Background: an optimization exercise with open tools, aiming at small area. Do not read the settings as production practice. RTL that was checked went through simulation tests only; none was proved equivalent to the original. The clock port is modelled as an ideal driver, which makes a skipped or thinned clock tree look cheaper than it is; a real chip needs a root buffer or a tree. Power figures rest on the tool's default switching activity, not on a simulated workload.

Design display, start of the top module:
module display(
    input   wire        clk,         
    input   wire        rstn,        
    input   wire[31:0]  vga_pos,     
    output   wire       hsync,       
    output   wire       vsync,       
    output   wire[3:0]  red,         
    output   wire[3:0]  green,       
    output   wire[3:0]  blue         
    );
Size: roughly 240 cells after synthesis, roughly 2300 sq um of cells after synthesis.
==> module display, before the edit <==
module display(
    input   wire        clk,         
    input   wire        rstn,        
    input   wire[31:0]  vga_pos,     
    output   wire       hsync,       
    output   wire       vsync,       
    output   wire[3:0]  red,         
    output   wire[3:0]  green,       
    output   wire[3:0]  blue         
    );
    function [9:0] inc10(input [9:0] a, input cin);
        integer i;
        reg c;
        begin
            c = cin;
            for (i = 0; i < 10; i = i + 1) begin
                inc10[i] = a[i] ^ c;
                c = a[i] & c;
            end
        end
    endfunction
    reg [9:0] hx_n;
    reg [9:0] vy_n;
    wire [9:0] hx = ~hx_n;
    wire [9:0] vy = ~vy_n;
    wire h_wrap = hx[9] & hx[8] & hx[5] & hx[3] & hx[2] & hx[0];   
    wire v_wrap = vy[9] & vy[4] & vy[3] & vy[2];   
    always @(posedge clk) begin
        if (!rstn) begin
            hx_n <= ~10'd13;
            vy_n <= ~10'd16;
        end
        else begin
            hx_n <= ~(h_wrap ? 10'd14 : inc10(hx, 1'b1));
            vy_n <= ~((h_wrap && v_wrap) ? 10'd16 : inc10(vy, h_wrap));
        end
    end
    assign hsync = hx >= 10'd96 + 10'd14;
    assign vsync = vy >= 10'd2 + 10'd16;
    wire [4:0] s = hx[4:0];
    wire [31:0] pbits = {5'b00000, vga_pos[5], vga_pos[6], vga_pos[7], vga_pos[8],
                         vga_pos[9], vga_pos[10], vga_pos[11], vga_pos[12], vga_pos[13],
                         vga_pos[14], vga_pos[15], vga_pos[16], vga_pos[17], vga_pos[18],
                         vga_pos[19], vga_pos[20], vga_pos[21], vga_pos[22], vga_pos[23],
                         vga_pos[24], vga_pos[25], vga_pos[26], vga_pos[27], vga_pos[28],
                         vga_pos[29], vga_pos[30], vga_pos[31]};
    wire pbit = pbits[s];
    reg [4:0] r_w;       
    reg [9:0] y;         
    wire active = (s <= 5'd26);
    wire [5:0] t = {r_w, pbit};
    wire q = active && (t >= 6'd25);
    wire [5:0] t_sub = t - 6'd25;
    integer k;
    always @(posedge clk) begin
        r_w <= q ? t_sub[4:0] : t[4:0];
        for (k = 0; k < 10; k = k + 1)
            if (s == 5'd26 - k)
                y[k] <= q;
    end
    wire [4:0] m = {y[4] ^ y[1] ^ y[0] ^ (y[3] & y[0]), y[3] ^ y[0], y[2:0]};    
    wire [4:0] r_x;
    wire [5:0] cr;
    assign cr[0] = 1'b1;
    genvar gr;
    generate
        for (gr = 0; gr < 5; gr = gr + 1) begin : rsub
            display_fa fa_r (.a(vga_pos[5 + gr]), .b(~m[gr]), .ci(cr[gr]), .s(r_x[gr]), .co(cr[gr + 1]));
        end
    endgenerate
    wire [9:0] x = {r_x, vga_pos[4:0]};
    wire [9:0] sh, sv;
    wire [10:0] ch, cv;
    assign ch[0] = 1'b0;
    assign cv[0] = 1'b0;
    genvar g;
    generate
        for (g = 0; g < 10; g = g + 1) begin : adders
            display_fa fa_h (.a(hx_n[g]), .b(x[g]), .ci(ch[g]), .s(sh[g]), .co(ch[g + 1]));
            display_fa fa_v (.a(vy_n[g]), .b(y[g]), .ci(cv[g]), .s(sv[g]), .co(cv[g + 1]));
        end
    endgenerate
    wire [9:0] dh = ~sh;
    wire [9:0] dv = ~sv;
    wire [4:0] col = dh[4:0];
    wire [4:0] row = dv[4:0];
    wire in_h = (dh[9:5] == 5'd0) && (col <= 5'd28) && (x >= 10'd15);
    wire in_v = (dv[9:5] == 5'd0) && (row >= 5'd2) && (row <= 5'd30) &&
                (y >= 10'd15) && (y <= 10'd1008);
    wire eye_row = (row >= 5'd8) && (row <= 5'd12);
    wire eye_col = ((col >= 5'd3) && (col <= 5'd10)) || ((col >= 5'd18) && (col <= 5'd25));
    wire mouth_row = (row >= 5'd22) && (row <= 5'd26);
    wire mouth_col = (col >= 5'd10) && (col <= 5'd18);
    wire inbox = in_h && in_v;
    wire mouth = inbox && mouth_row && mouth_col;
    wire face = inbox && !(eye_row && eye_col) && !mouth;
    assign red = {mouth, face, 2'b00};
    assign green = {2'b00, face, mouth};
    assign blue = {3'b000, face | mouth};
endmodule
clock: 40.0 ns
lec_check: 0
cap_margin: 0
core_margin: 2
core_utilization: 70
slew_margin: 0
standard.sh (not shown) runs the stock make flow with config.mk's settings and CLKGATE_MAP_FILE= SYNTH_SCRIPT=/design/flow/synth_recipe.tcl, a recipe that flattens the netlist after the stock synthesis.
==> flow/flow/run.sh <==
#!/bin/bash
# The standard ORFS layout with changes that only pick smaller cells:
#  - synthesis: the standard flow's synthesis script (ORFS's synth.tcl, then flatten and
#    rename), with three changes: ABC maps the combinational logic with an
#    area-oriented script (flow/abc.script.in) instead of the speed script;
#    Yosys's separate full-adder extraction is off, so ABC sees all of that
#    logic; and the design's one-bit full-adder module display_fa is kept
#    whole through synthesis and then laid out as the library's fa_1 cell
#    (flow/fa_cell.v) before the design is flattened.  Registers are mapped
#    exactly as in the standard synthesis.  The ABC script's random seed is
#    chosen by synthesizing with seeds 1..16 first and keeping the smallest.
#  - port buffers are buf_1 instead of the resizer's default choice;
#  - one tie cell drives all constant outputs.
# Each tool's output goes to a log file here: trial_<seed>.log, synth.log,
# place.log, clock_trials.log, layout.log (ORFS's own per-step logs are under
# orfs/logs/).
set -euo pipefail
HERE=$(pwd)

# synth_recipe.tcl with the full-adder cell swapped in before flattening
awk -v fa="$HERE/flow/fa_cell.v" '{print} /^source .*synth\.tcl/ {print "read_verilog -overwrite " fa}' \
  "$HERE/synth_recipe.tcl" > "$HERE/synth_fa.tcl"
grep -q "read_verilog -overwrite" "$HERE/synth_fa.tcl"

scripts_for() {  # scripts_for SEED: an ORFS scripts folder whose ABC script uses SEED
  local d="$HERE/scripts_$1"
  rm -rf "$d"
  cp -r "$FLOW_HOME/scripts" "$d"
  sed "s/@SEED@/$1/" "$HERE/flow/abc.script.in" > "$d/abc_speed.script"
}

SYNTH_VARS=("ADDER_MAP_FILE=" "SYNTH_KEEP_MODULES=display_fa" "SYNTH_SCRIPT=$HERE/synth_fa.tcl")

# trial syntheses, four at a time
trial() {
  local seed=$1
  scripts_for "$seed"
  make -C "$FLOW_HOME" DESIGN_CONFIG="$HERE/config.mk" WORK_HOME="$HERE/trial_$seed" \
    CLKGATE_MAP_FILE= "SCRIPTS_DIR=$HERE/scripts_$seed" "${SYNTH_VARS[@]}" synth \
    > "$HERE/trial_$seed.log" 2>&1 || true
}
SEEDS="1 2 3 4 5 6 7 8 9 10 11 12 13 14 15 16"
for round in "1 2 3 4" "5 6 7 8" "9 10 11 12" "13 14 15 16"; do
  for seed in $round; do trial $seed & done; wait
done
best=3
best_area=1e30
for seed in $SEEDS; do
  f=$(ls "$HERE"/trial_$seed/reports/*/*/*/synth_stat.txt 2>/dev/null | head -1 || true)
  [[ -n "$f" ]] || continue
  a=$(sed -n "s/.*Chip area for module '\\\\display': \([0-9.]*\).*/\1/p" "$f" | head -1)
  [[ -n "$a" ]] || continue
  echo "seed $seed area $a" >> "$HERE/trials.txt"
  if awk -v a="$a" -v b="$best_area" 'BEGIN{exit !(a < b)}'; then best=$seed; best_area=$a; fi
done
echo "chosen seed $best" >> "$HERE/trials.txt"
for seed in $SEEDS; do [[ $seed == "$best" ]] || rm -rf "$HERE/trial_$seed" "$HERE/scripts_$seed"; done

bash standard.sh "SCRIPTS_DIR=$HERE/scripts_$best" "${SYNTH_VARS[@]}" synth > synth.log 2>&1
bash standard.sh "SCRIPTS_DIR=$HERE/scripts_$best" \
  "SKIP_REPAIR_TIE_FANOUT=1" "BUFFER_PORTS_ARGS=-buffer_cell sky130_fd_sc_hd__buf_1" \
  place > place.log 2>&1
RES="$HERE/orfs/results/sky130hd/display/base"
choice=""
for cfg in "sky130_fd_sc_hd__clkbuf_8 2 1" "sky130_fd_sc_hd__clkbuf_8 1 2" \
           "sky130_fd_sc_hd__clkbuf_4 2 2" "sky130_fd_sc_hd__clkbuf_8 3 1" \
           "sky130_fd_sc_hd__clkbuf_8 2 2"; do
  set -- $cfg
  slew=$(LIB="$FLOW_HOME/platforms/sky130hd/lib/sky130_fd_sc_hd__tt_025C_1v80.lib" \
    PLATFORM_DIR="$FLOW_HOME/platforms/sky130hd" PLACED_ODB="$RES/3_place.odb" \
    PLACED_SDC="$RES/3_place.sdc" SPLIT_TCL="$HERE/flow/split_clock.tcl" CB=$1 NX=$2 NY=$3 \
    openroad -no_init -exit "$HERE/flow/clock_trial.tcl" 2>&1 | tee -a "$HERE/clock_trials.log" \
    | sed -n 's/^TRIAL_SLEW //p' | tail -1 || true)
  echo "$cfg: $slew" >> "$HERE/clock_trials.txt"
  if [[ -n "$slew" ]] && awk -v s="$slew" 'BEGIN{exit !(s <= 0.115)}'; then choice="$cfg"; break; fi
done
[[ -n "$choice" ]] || choice="sky130_fd_sc_hd__clkbuf_8 2 2"
echo "chosen: $choice" >> "$HERE/clock_trials.txt"
cts="$HERE/scripts_$best/cts.tcl"
python3 - "$cts" "$HERE/flow/split_clock.tcl" "$choice" <<'PY'
import sys
path, split, choice = sys.argv[1], sys.argv[2], sys.argv[3]
s = open(path).read()
old = "log_cmd clock_tree_synthesis {*}$cts_args"
assert s.count(old) == 1
s = s.replace(old, "source %s\nsplit_clock %s\nset_propagated_clock [all_clocks]" % (split, choice))
open(path, "w").write(s)
PY
bash standard.sh "SCRIPTS_DIR=$HERE/scripts_$best" \
  "SKIP_REPAIR_TIE_FANOUT=1" "BUFFER_PORTS_ARGS=-buffer_cell sky130_fd_sc_hd__buf_1" \
  finish > layout.log 2>&1
Other scripts of this flow, unchanged in this note and not shown: flow/flow/abc.script.in, flow/flow/clock_trial.tcl, flow/flow/fa_cell.v, flow/flow/split_clock.tcl
Then changed:
--- a/flow/design.v
+++ b/flow/design.v
@@ -37,41 +37,35 @@
         end
     end
     assign hsync = hx >= 10'd96 + 10'd14;
     assign vsync = vy >= 10'd2 + 10'd16;
     wire [4:0] s = hx[4:0];
-    wire [31:0] pbits = {5'b00000, vga_pos[5], vga_pos[6], vga_pos[7], vga_pos[8],
-                         vga_pos[9], vga_pos[10], vga_pos[11], vga_pos[12], vga_pos[13],
-                         vga_pos[14], vga_pos[15], vga_pos[16], vga_pos[17], vga_pos[18],
-                         vga_pos[19], vga_pos[20], vga_pos[21], vga_pos[22], vga_pos[23],
-                         vga_pos[24], vga_pos[25], vga_pos[26], vga_pos[27], vga_pos[28],
-                         vga_pos[29], vga_pos[30], vga_pos[31]};
+    wire [31:0] pbits = {vga_pos[5], vga_pos[5], vga_pos[5], vga_pos[5], vga_pos[5],
+                         vga_pos[5], vga_pos[6], vga_pos[7], vga_pos[8], vga_pos[9],
+                         vga_pos[10], vga_pos[11], vga_pos[12], vga_pos[13], vga_pos[14],
+                         vga_pos[15], vga_pos[16], vga_pos[17], vga_pos[18], vga_pos[19],
+                         vga_pos[20], vga_pos[21], vga_pos[22], vga_pos[23], vga_pos[24],
+                         vga_pos[25], vga_pos[26], vga_pos[27], vga_pos[28], vga_pos[29],
+                         vga_pos[30], vga_pos[31]};
     wire pbit = pbits[s];
     reg [4:0] r_w;       
+    reg [4:0] r_q;       
     reg [9:0] y;         
-    wire active = (s <= 5'd26);
-    wire [5:0] t = {r_w, pbit};
-    wire q = active && (t >= 6'd25);
+    wire [4:0] r_in = (s == 5'd0) ? 5'd0 : r_w;
+    wire [5:0] t = {r_in, pbit};
+    wire q = (t >= 6'd25);
     wire [5:0] t_sub = t - 6'd25;
     integer k;
     always @(posedge clk) begin
         r_w <= q ? t_sub[4:0] : t[4:0];
+        if (s == 5'd27)
+            r_q <= r_w;
         for (k = 0; k < 10; k = k + 1)
             if (s == 5'd26 - k)
                 y[k] <= q;
     end
-    wire [4:0] m = {y[4] ^ y[1] ^ y[0] ^ (y[3] & y[0]), y[3] ^ y[0], y[2:0]};    
-    wire [4:0] r_x;
-    wire [5:0] cr;
-    assign cr[0] = 1'b1;
-    genvar gr;
-    generate
-        for (gr = 0; gr < 5; gr = gr + 1) begin : rsub
-            display_fa fa_r (.a(vga_pos[5 + gr]), .b(~m[gr]), .ci(cr[gr]), .s(r_x[gr]), .co(cr[gr + 1]));
-        end
-    endgenerate
-    wire [9:0] x = {r_x, vga_pos[4:0]};
+    wire [9:0] x = {r_q, vga_pos[4:0]};
     wire [9:0] sh, sv;
     wire [10:0] ch, cv;
     assign ch[0] = 1'b0;
     assign cv[0] = 1'b0;
     genvar g;
Outcome: Worst setup slack gets worse by 0.015 ns. Synthesized cell count shrinks by 3.3%. Cell count drops by 1.9%. Cell area came out higher by 0.91%. Via count fell by 2.2%. Synthesized area rises by 0.86%. Die area goes up by 0.80%. Wire length falls by 4.6%. Worst hold slack loses 0.020 ns. Total power came out higher by 8.3%. Sequential cell count went up by 5. First-iteration DRC count is lower by 11%.
Only the layout flow was run in the first run of this note; the RTL was not checked for function there. No run of this note takes its clock network from TritonCTS; it comes from the design's own scripts or RTL.

afterwards: timing with drivers on the ports:
The results above use ideal ports. As a check the final layouts listed here were re-extracted and re-timed, cells and wires unchanged. Step 1: set_driving_cell puts a clkbuf_16 on clk and a buf_2 on each other input, an assumption about the parent block. Step 2 also shifts input and output timing later by t, the mid clock arrival at the registers, as if the neighbouring blocks saw the same clock. a / b / c = ideal / step 1 / step 2; a / b = the first two.
| run | shift t [ns] | slack for setup (ns) | worst hold slack (ns) |
|---|---|---|---|
| the first run | 0.201 | 18.601 / 18.571 / 18.571 | 0.481 / 0.481 / 0.481 |
| the second run | 0.200 | 18.586 / 18.565 / 18.565 | 0.461 / 0.461 / 0.461 |
After both steps every run listed still meets setup and hold. The setup slack of the first run, which loses most, moves by -0.030 ns with the drivers and by -0.030 ns with both steps.
